Source: an optimization exercise on an open RTL-to-GDS flow (aim: small area). Production flows keep margins and buffers that such runs may drop. Function was checked by simulation only, so behaviour that the tests miss may differ from the original. The clock port is modelled as an ideal driver, which makes a skipped or thinned clock tree look cheaper than it is; a real chip needs a root buffer or a tree. No activity file was given, so power comes from the tool's default toggle rates.

Setup of alpha:
==> flow/design.v (excerpt) <==
module top (
    input clk,
    input rst_n,
    input usart_rxp,
    output [5:0] led
);
Settings: LEC_CHECK=0, ABC_CLOCK_PERIOD_IN_PS=10000, CAP_MARGIN=20, CORE_MARGIN=2, CORE_UTILIZATION=20, PLACE_DENSITY=0.7, SLEW_MARGIN=20; clock period 10.0 ns.
standard.sh (not shown) runs the stock make flow with config.mk's settings and CLKGATE_MAP_FILE= SYNTH_SCRIPT=/design/flow/synth_recipe.tcl, a recipe that flattens the netlist after the stock synthesis.
==> flow/flow/run.sh <==
#!/bin/bash
# Own layout flow: the standard flow (standard.sh) with these changes.
#  - synthesis is the standard synthesis (synth_recipe.tcl, same registers)
#    except that ABC maps the logic with an area-oriented script
#    (flow/abc_area.script, used through ABC_AREA=1 and a copy of ORFS's
#    scripts folder that differs only in that file);
#  - ports are buffered with the smallest buffer (buf_1);
#  - after placement every combinational cell is swapped for the smallest
#    cell of the same function (the design has ample slack at 10 ns);
#  - the clock tree is collapsed to one clock buffer that drives every
#    register, the smallest clkbuf that keeps their clock slew low.
set -euo pipefail
export BUFFER_PORTS_ARGS="-buffer_cell sky130_fd_sc_hd__buf_1"
export CTS_ARGS="-sink_clustering_enable -repair_clock_nets -buf_list sky130_fd_sc_hd__clkbuf_8 -dont_use_dummy_load"
R=orfs/results/sky130hd/top/base
rm -rf scripts_abc
cp -r "$FLOW_HOME/scripts" scripts_abc
cp flow/abc_area.script scripts_abc/abc_area.script
sed "s|\"\${@:-finish}\"|SCRIPTS_DIR=$PWD/scripts_abc ABC_AREA=1 \"\${@:-finish}\"|" standard.sh > synth.sh
bash synth.sh synth > synth.log 2>&1
bash standard.sh floorplan place > std_place.log 2>&1
ODB_IN=$R/3_place.odb SDC_IN=$R/3_place.sdc openroad -no_init -exit flow/downsize.tcl > downsize.log 2>&1
bash standard.sh cts > std_cts.log 2>&1
ODB_IN=$R/4_cts.odb SDC_IN=$R/4_cts.sdc CLK_SLEW_TARGET=${CLK_SLEW_TARGET:-0.105} openroad -no_init -exit flow/clock.tcl > clock.log 2>&1
bash standard.sh > std_finish.log 2>&1
Other scripts of this flow, unchanged in this note and not shown: flow/flow/abc_area.script, flow/flow/clock.tcl, flow/flow/downsize.tcl
What beta does differently from alpha at the input level:
--- a/flow/config.mk
+++ b/flow/config.mk
@@ -10,4 +10,3 @@
 export CORE_MARGIN = 2
-export CORE_UTILIZATION = 20
-export PLACE_DENSITY = 0.7
+export CORE_UTILIZATION = 40
 export SLEW_MARGIN = 20
### Flow results
Taking alpha over beta, the cell total after placement ratio works out to 1.2.
Via count, beta vs alpha: up slightly
From alpha to beta the numbers moved as follows: fraction of area in non-clock buffers barely changed; design area dropped 29 sq um; final critical path time including I/O delays and setup dropped 0.040 ns; sequential share of power dropped 0.3 points; highest cell delay on the worst timing path barely changed.
Number of inserted filler cells in the final layout (higher): alpha

========
The RTL this note starts from:
==> flow/design.v <==
module usart (
    input clk,
    input rst_n,
    input usart_rxp,
    output [5:0] led
);
    reg rx1n;                
    reg [6:0] t;             
    reg h;                   
    reg [4:0] j;             
    reg [5:0] sr;            
    reg pend;                
    reg [5:0] ledq;
    wire tend = ~t[0] & ~t[2] & t[3] & ~t[4] & ~t[6];    
    wire idle = ~h & ~j[4] & ~j[0];
    wire adv  = idle ? rx1n : tend;
    wire last = j[4] & ~j[3];            
    wire shift = adv & h & (~j[4] | j[1]);
    wire load = pend & (~idle | t[0]);
    always @(posedge clk)
        rx1n <= ~usart_rxp & rst_n;
    always @(posedge clk)
        t <= adv ? 7'd14 : {~t[5:0], t[2] ^ t[6]};
    always @(posedge clk)
        h <= rst_n & (h ^ adv);
    always @(posedge clk) begin
        if (!rst_n) j <= 5'd0;
        else if (adv & h) j <= {j[3:0], ~j[4]};
    end
    always @(posedge clk)
        if (shift) sr <= {rx1n, sr[5:1]};
    always @(posedge clk)
        pend <= rst_n & ((adv & h & last & ~rx1n) | (pend & ~load));
    always @(posedge clk) begin
        if (!rst_n) ledq <= 6'd0;
        else if (load) ledq <= sr;
    end
    assign led = ledq;
endmodule
module top (
    input clk,
    input rst_n,
    input usart_rxp,
    output [5:0] led
);
    usart usart_instance(.clk(clk), .rst_n(rst_n), .usart_rxp(usart_rxp), .led(led));
endmodule
export LEC_CHECK = 0
export ABC_CLOCK_PERIOD_IN_PS = 10000
export CAP_MARGIN = 0
export CORE_MARGIN = 2
export CORE_UTILIZATION = 20
export SLEW_MARGIN = 0
create_clock -name core_clock -period 10.0 [get_ports {clk}]
==> flow/flow/abc_area.script <==
strash
dc2
dch -f
amap
mfs2 -a
strash
dch -f
amap
Scripts as last shown in full above: flow/flow/run.sh
Other scripts of this flow, unchanged in this note and not shown: flow/flow/clock.tcl, flow/flow/downsize.tcl
Rerun with:
==> flow/flow/abc_area.script (replaced) <==
strash
dc2
dch -f
amap
Settings changed: CAP_MARGIN 0 to 20, SLEW_MARGIN 0 to 20.
Area after synthesis is higher by about 1.6%. Power increases by about 1.2%. Routed wire length went up by about 1.4%. Worst setup slack gets better by 0.21 ns. Cell area went up by 1.4%. Non-clock buffer count is unchanged. Clock power is higher by about 3%.

-- separate check: timing with driven ports --
Ports are ideal in the flow. The routed layouts listed here were re-timed in OpenROAD. Step 1 assumes that a clkbuf_16 drives the clock port and a buf_2 every other input. Step 2 moves the port delays by t, midway between the first and last clock arrival at a register: inputs arrive t later, outputs are due t later. That takes back most of the time a late clock gives input paths. Three values: no drivers, after step 1, after step 2; two values: the first two.
| run | t (ns) | setup WS [ns] | worst setup path at the end | slew at the worst register clock pin (ns) |
|---|---|---|---|---|
| alpha | 0.183 | 7.233 / 7.236 / 7.053 | input to register | 0.09 / 0.09 |
| beta | 0.185 | 7.273 / 7.277 / 7.092 | input to register | 0.10 / 0.10 |
| the first run of note 2 | 0.179 | 6.975 / 6.975 / 6.975 | register to register | 0.09 / 0.09 |
| the second run of note 2 | 0.186 | 7.182 / 7.182 / 7.121 | input to register | 0.10 / 0.10 |
After both steps setup and hold are still met in every run listed. For beta, which loses most, drivers alone change the setup slack by +0.004 ns; drivers and shift together by -0.181 ns.
